Context: an optimization exercise on an open-source flow, tuned for small area, a short achievable clock period and few clock cycles per item. The choices shown serve that exercise and are no tape-out recipe. In this exercise RTL edits were held to simulation tests only and were not proved equivalent to the original. No activity file was given, so power comes from the tool's default toggle rates.

== lane 1 ==
==> flow/design.v <==
module MyDesign #(parameter OUTPUT_LENGTH       = 8,
                  parameter MAX_MESSAGE_LENGTH  = 55,
                  parameter NUMBER_OF_Ks        = 64,
                  parameter NUMBER_OF_Hs        = 8 ,
                  parameter SYMBOL_WIDTH        = 8  )
            (
            output reg                                      dut__xxx__finish     ,
            input  wire                                     xxx__dut__go         ,
            input  wire  [ $clog2(MAX_MESSAGE_LENGTH):0]    xxx__dut__msg_length ,
            output reg  [ $clog2(MAX_MESSAGE_LENGTH)-1:0]   dut__msg__address  ,
            output wire                                     dut__msg__enable   ,
            output wire                                     dut__msg__write    ,
            input  wire [7:0]                               msg__dut__data     ,
            output wire [ $clog2(NUMBER_OF_Ks)-1:0]         dut__kmem__address  ,
            output wire                                     dut__kmem__enable   ,
            output wire                                     dut__kmem__write    ,
            input  wire [31:0]                              kmem__dut__data     ,
            output reg  [ $clog2(NUMBER_OF_Hs)-1:0]         dut__hmem__address  ,
            output wire                                     dut__hmem__enable   ,
            output wire                                     dut__hmem__write    ,
            input  wire [31:0]                              hmem__dut__data     ,
            output reg  [ $clog2(OUTPUT_LENGTH)-1:0]        dut__dom__address  ,
            output reg  [31:0]                              dut__dom__data     ,
            output wire                                     dut__dom__enable   ,
            output wire                                     dut__dom__write    ,
            input  wire                 clk             ,
            input  wire                 reset
            );
assign dut__msg__enable  = 1'b1;
assign dut__msg__write   = 1'b0;
assign dut__kmem__enable = 1'b1;
assign dut__kmem__write  = 1'b0;
assign dut__hmem__enable = 1'b1;
assign dut__hmem__write  = 1'b0;
reg        busy;
reg  [6:0] r, p;
reg  [3:0] hcnt;
reg        dom_en;
wire       start = xxx__dut__go & ~busy;
wire       act   = busy | xxx__dut__go;
wire       kwf   = p[0] ^ r[0];              
wire       hdone = hcnt[3] | (hcnt[2:0] == 3'd7);
wire       last  = (r == 7'd69);
assign dut__kmem__address = p[5:0];
assign dut__dom__enable   = dom_en;
assign dut__dom__write    = dom_en;
wire [5:0] maddr = dut__msg__address;
wire       mdone = (maddr == xxx__dut__msg_length[5:0]);    
wire       wavail = (p[6:4] != 3'd0) | mdone | (maddr[5:2] == p[3:0] + 4'd1);
wire rstep = kwf & hdone & ~r[6];
wire pstep = busy & ~p[6] & wavail & (~kwf | rstep);
wire rd    = start | (busy & ~mdone & ((maddr[5:2] == p[3:0]) | pstep));
wire hload = act & ~hdone;
wire h0ld  = rstep & (r == 7'd0);
wire drain = busy & (r >= 7'd65) & (r <= 7'd67);
wire owr   = busy & (r >= 7'd61) & (r <= 7'd68);
function [2:0] wordof(input [2:0] km1);
    case (km1)
        3'd4: wordof = 3'd7;
        3'd5: wordof = 3'd3;
        3'd6: wordof = 3'd2;
        3'd7: wordof = 3'd1;
        3'd0: wordof = 3'd0;
        3'd1: wordof = 3'd6;
        3'd2: wordof = 3'd5;
        default: wordof = 3'd4;
    endcase
endfunction
wire [6:0] r_n    = last ? 7'd0 : ((rstep | (busy & r[6])) ? r + 7'd1 : r);
wire [3:0] hcnt_n = last ? 4'd0 : ((hload | h0ld) ? hcnt + 4'd1 : hcnt);
wire [2:0] haddr_n = hcnt_n[3] ? wordof(r_n[2:0] - 3'd1) : ~hcnt_n[2:0];
always @(posedge clk or posedge reset) begin
    if (reset) begin
        busy              <= 1'b0;
        r                 <= 7'd0;
        p                 <= 7'd0;
        hcnt              <= 4'd0;
        dut__msg__address <= 6'd0;
        dut__hmem__address<= 3'd7;
        dut__xxx__finish  <= 1'b0;
        dom_en            <= 1'b0;
    end else begin
        busy               <= start | (busy & ~last);
        r                  <= r_n;
        p                  <= last ? 7'd0 : (pstep ? p + 7'd1 : p);
        hcnt               <= hcnt_n;
        dut__msg__address  <= last ? 6'd0 : (rd ? maddr + 6'd1 : maddr);
        dut__hmem__address <= haddr_n;
        dut__xxx__finish   <= busy & last;
        dom_en             <= owr;
    end
end
reg  [31:0] wr [0:15];
reg  [31:0] kw;
function [31:0] rotr(input [31:0] x, input integer n);
    rotr = (x >> n) | (x << (32 - n));
endfunction
wire [5:0]  len   = xxx__dut__msg_length[5:0];
wire [3:0]  q     = start ? 4'd0 : p[3:0] + 4'd1;
wire        qlen  = (len[5:2] == q);
wire [31:0] padw  = {qlen & (len[1:0] == 2'd0), 7'd0,
                     qlen & (len[1:0] == 2'd1), 7'd0,
                     qlen & (len[1:0] == 2'd2), 7'd0,
                     qlen & (len[1:0] == 2'd3), 7'd0}
                  | ((q == 4'd15) ? {23'd0, len[5:0], 3'd0} : 32'd0);
wire        p_lt15 = (p[6:4] == 3'd0) & (p[3:0] != 4'd15);
wire [31:0] ss0 = rotr(wr[1], 7) ^ rotr(wr[1], 18) ^ (wr[1] >> 3);
wire [31:0] ss1 = rotr(wr[14], 17) ^ rotr(wr[14], 19) ^ (wr[14] >> 10);
wire [31:0] u0  = wr[0] ^ wr[9] ^ ss0;
wire [31:0] u1  = ((wr[0] & wr[9]) | (wr[0] & ss0) | (wr[9] & ss0)) << 1;
wire [31:0] v0  = u0 ^ u1 ^ ss1;
wire [31:0] v1  = ((u0 & u1) | (u0 & ss1) | (u1 & ss1)) << 1;
wire [31:0] sched = v0 + v1;
wire selS = pstep & ~p_lt15;
reg [31:0] wrest;
always @(*) begin
    wrest = ((pstep & p_lt15) | start) ? padw : wr[15];
    if (rd) begin
        case (maddr[1:0])
            2'd0: wrest[31:24] = msg__dut__data;
            2'd1: wrest[23:16] = msg__dut__data;
            2'd2: wrest[15: 8] = msg__dut__data;
            2'd3: wrest[ 7: 0] = msg__dut__data;
        endcase
    end
end
wire [31:0] w15n = selS ? sched : wrest;
integer i;
always @(posedge clk) begin
    if (pstep) begin
        for (i = 0; i < 15; i = i + 1) wr[i] <= wr[i+1];
        kw <= kmem__dut__data + wr[15];
    end
    wr[15] <= w15n;
end
reg [31:0] A1, A2, A3, A4, e, f, g, h;
wire [31:0] S0  = rotr(A1, 2) ^ rotr(A1, 13) ^ rotr(A1, 22);
wire [31:0] S1  = rotr(e, 6) ^ rotr(e, 11) ^ rotr(e, 25);
wire [31:0] ch  = g ^ (e & (f ^ g));
wire [31:0] maj = (A1 & A2) | (A3 & (A1 | A2));
wire [31:0] nA4 = ~A4;
wire [31:0] x0 = A3 ^ h ^ kw;
wire [31:0] x1 = ((A3 & h) | (A3 & kw) | (h & kw)) << 1;
wire [31:0] y0 = x0 ^ x1 ^ ch;
wire [31:0] y1 = ((x0 & x1) | (x0 & ch) | (x1 & ch)) << 1;
wire [31:0] z0 = y0 ^ y1 ^ S1;
wire [31:0] z1 = ((y0 & y1) | (y0 & S1) | (y1 & S1)) << 1;
wire [31:0] enew = z0 + z1;
wire [31:0] ua = e ^ nA4 ^ maj;
wire [31:0] ub = {((e[30:0] & nA4[30:0]) | (e[30:0] & maj[30:0]) | (nA4[30:0] & maj[30:0])), 1'b1};
wire [31:0] va = ua ^ ub ^ S0;
wire [31:0] vb = ((ua & ub) | (ua & S0) | (ub & S0)) << 1;
wire [31:0] anew = va + vb;
wire r0     = (r == 7'd0);
wire ashift = hload | rstep | (busy & (r == 7'd64));
wire eshift = hload | rstep | drain;
always @(posedge clk) begin
    if (ashift) begin
        A1 <= (hload | r0) ? hmem__dut__data : anew;
        A2 <= A1; A3 <= A2; A4 <= A3;
    end
    if (eshift) begin
        e <= hload ? A3 : enew;
        f <= e; g <= f; h <= g;
    end
end
reg  [1:0] tsel;                             
wire [31:0] tap = tsel[1] ? h : (tsel[0] ? A1 : e);
always @(posedge clk) begin
    tsel <= (r_n == 7'd61) ? 2'd0 : ((r_n <= 7'd65) ? 2'd1 : 2'd2);
    dut__dom__data    <= tap + hmem__dut__data;
    dut__dom__address <= dut__hmem__address;
end
endmodule
clock: 10.0 ns
lec_check: 0
abc_area: 1
cap_margin: 20
core_margin: 2
core_utilization: 40
cts_cluster_diameter: 100
cts_cluster_size: 28
setup_slack_margin: 5
slew_margin: 20
standard.sh (not shown) runs the stock make flow with config.mk's settings and CLKGATE_MAP_FILE= SYNTH_SCRIPT=/design/flow/synth_recipe.tcl, a recipe that flattens the netlist after the stock synthesis.
==> flow/flow/run.sh <==
#!/bin/bash
bash standard.sh SETUP_SLACK_MARGIN=6 "BUFFER_PORTS_ARGS=-buffer_cell sky130_fd_sc_hd__buf_1" finish > standard.log 2>&1
The flow did not stop early for lane 1: all stages ran, and the layout cleared the timing, DRC and antenna checks.
Testbench counts of lane 1, summed over its fixed seeds: cycles 17,686, hashes 192.
#### Input delta (lane 2 over lane 1)
- changing CTS_CLUSTER_SIZE from 28 to 24
==> flow/flow/run.sh <==
#!/bin/bash
bash standard.sh SETUP_SLACK_MARGIN=6.25 "BUFFER_PORTS_ARGS=-buffer_cell sky130_fd_sc_hd__buf_1" finish > standard.log 2>&1
### Flow results
Going from lane 1 to lane 2, post-route cell area +about 4%, fraction of standard cell area that is sequential shrank by 2.0 points. The area of the multi-input gates in lane 2 sits 1300 sq um above the value recorded for lane 1. Comparing the two runs side by side, lane 2 comes out ahead of lane 1 on shortest period the worst path allows. In lane 2 the proportion of layout cells with a drive suffix above 1 turned out 6.7 points higher than in lane 1. Lane 2 — cell count 104 higher, lane 1 as reference. Layout clock buffer count, lane 2 and lane 1: higher on lane 2. CTS buffer count is lower on lane 1.
diff inputs: lane 2 => lane 3
- SLEW_MARGIN changed from 20 to 10
- CAP_MARGIN changed from 20 to 10
==> flow/flow/run.sh <==
#!/bin/bash
bash standard.sh SETUP_SLACK_MARGIN=6 "BUFFER_PORTS_ARGS=-buffer_cell sky130_fd_sc_hd__buf_1" finish > standard.log 2>&1
## What came out
- Relative to lane 2, lane 3 degrades worst slew margin relative to its limit.
- Against lane 2 as the reference, lane 3 delivers a lower number of non-clock buffers.
- Against lane 2, wire length in lane 3 came out better.
- The higher period utilization of lane 2 and lane 3 is in lane 3.
- Lane 2 → lane 3: share of total power consumed by net switching up 0.25 points; final cell count dropped 1.8%; half-perimeter wire length after placement held; average size of a mapped cell has remained practically unchanged; global-route usage shows a reduction of 0.49 points.
- Critical path depth in lane 3 is 1 above lane 2.
- Compared with lane 2, lane 3 has less setup slack.
## Diff of input files: lane 4 against lane 3
- CAP_MARGIN: 10 -> 20
- SLEW_MARGIN: 10 -> 20
==> flow/flow/run.sh <==
#!/bin/bash
bash standard.sh SETUP_SLACK_MARGIN=5 "BUFFER_PORTS_ARGS=-buffer_cell sky130_fd_sc_hd__buf_1" finish > standard.log 2>&1
### Flow results
- Lane 4: no failed stages, no open violations at the end
- Lane 4 ends up with higher clock buffer instance count of the final layout than lane 3 does.
- Between lane 3 and lane 4, the flow reports count of buffers not belonging to the clock network in the layout decreasing by more than a quarter.
- Layout inverter count without the clock tree was lower in the run labelled lane 4.
Input-level comparison between lane 5 and lane 4:
- CORE_UTILIZATION: 40 -> 50
==> flow/flow/run.sh <==
#!/bin/bash
bash standard.sh SETUP_SLACK_MARGIN=6 "BUFFER_PORTS_ARGS=-buffer_cell sky130_fd_sc_hd__buf_1" finish > standard.log 2>&1
Findings:
Non-clock buffer count ends up lower on lane 4.
Going from lane 4 to lane 5, via count of the first global-routing pass shows an increase of 308; critical path depth now smaller; time the worst path needs with I/O delays and setup fell by 0.56 ns.
Lane 5 supports a higher top clock frequency than lane 4.
Diff lane 5..lane 4 | clock net sink count | unchanged
Lane 5: share of power burned in combinational logic 0.3 points above lane 4
For lane 4, the capturing instance or port of the critical path was wr[15][15], unlike lane 5, where it was e[21].
Higher met2 track utilization from global routing goes to lane 5 over lane 4.
Measured against each other, lane 4 and lane 5 differ in met3 routed wirelength, the higher figure coming from lane 5.
Summary — area of the die, lane 5 relative to lane 4: lower, by 20%.

-- separate check: timing with driven ports --
The flow's constraints put no driver on any port. The routed layouts listed below were extracted and timed again, unchanged, in two steps.
Step 1 assumes that a clkbuf_16 drives the clock port and a buf_2 every other input.
Step 2 adds t to the input delays and takes it off the output delays; t is the mean of the earliest and latest rising clock arrival at the registers after step 1. Input paths then give back, and output paths get back, about the clock's delay inside the block.
Three values: ideal, step 1, step 2; two values: the first two.
| run | t (ns) | setup slack, ns | slew at the worst register clock pin (ns) |
|---|---|---|---|
| lane 1 | 0.732 | 6.019 / 6.019 / 5.404 | 0.12 / 0.12 |
| lane 2 | 0.734 | 6.047 / 6.047 / 5.679 | 0.10 / 0.10 |
| lane 3 | 0.732 | 6.010 / 6.010 / 5.442 | 0.10 / 0.10 |
| lane 4 | 0.735 | 5.320 / 5.320 / 4.750 | 0.10 / 0.10 |
| lane 5 | 0.722 | 5.881 / 5.881 / 5.512 | 0.11 / 0.11 |
After both steps setup and hold are still met in every run listed. The setup slack of lane 1, which loses most, moves by 0.000 ns with the drivers and by -0.615 ns with both steps.
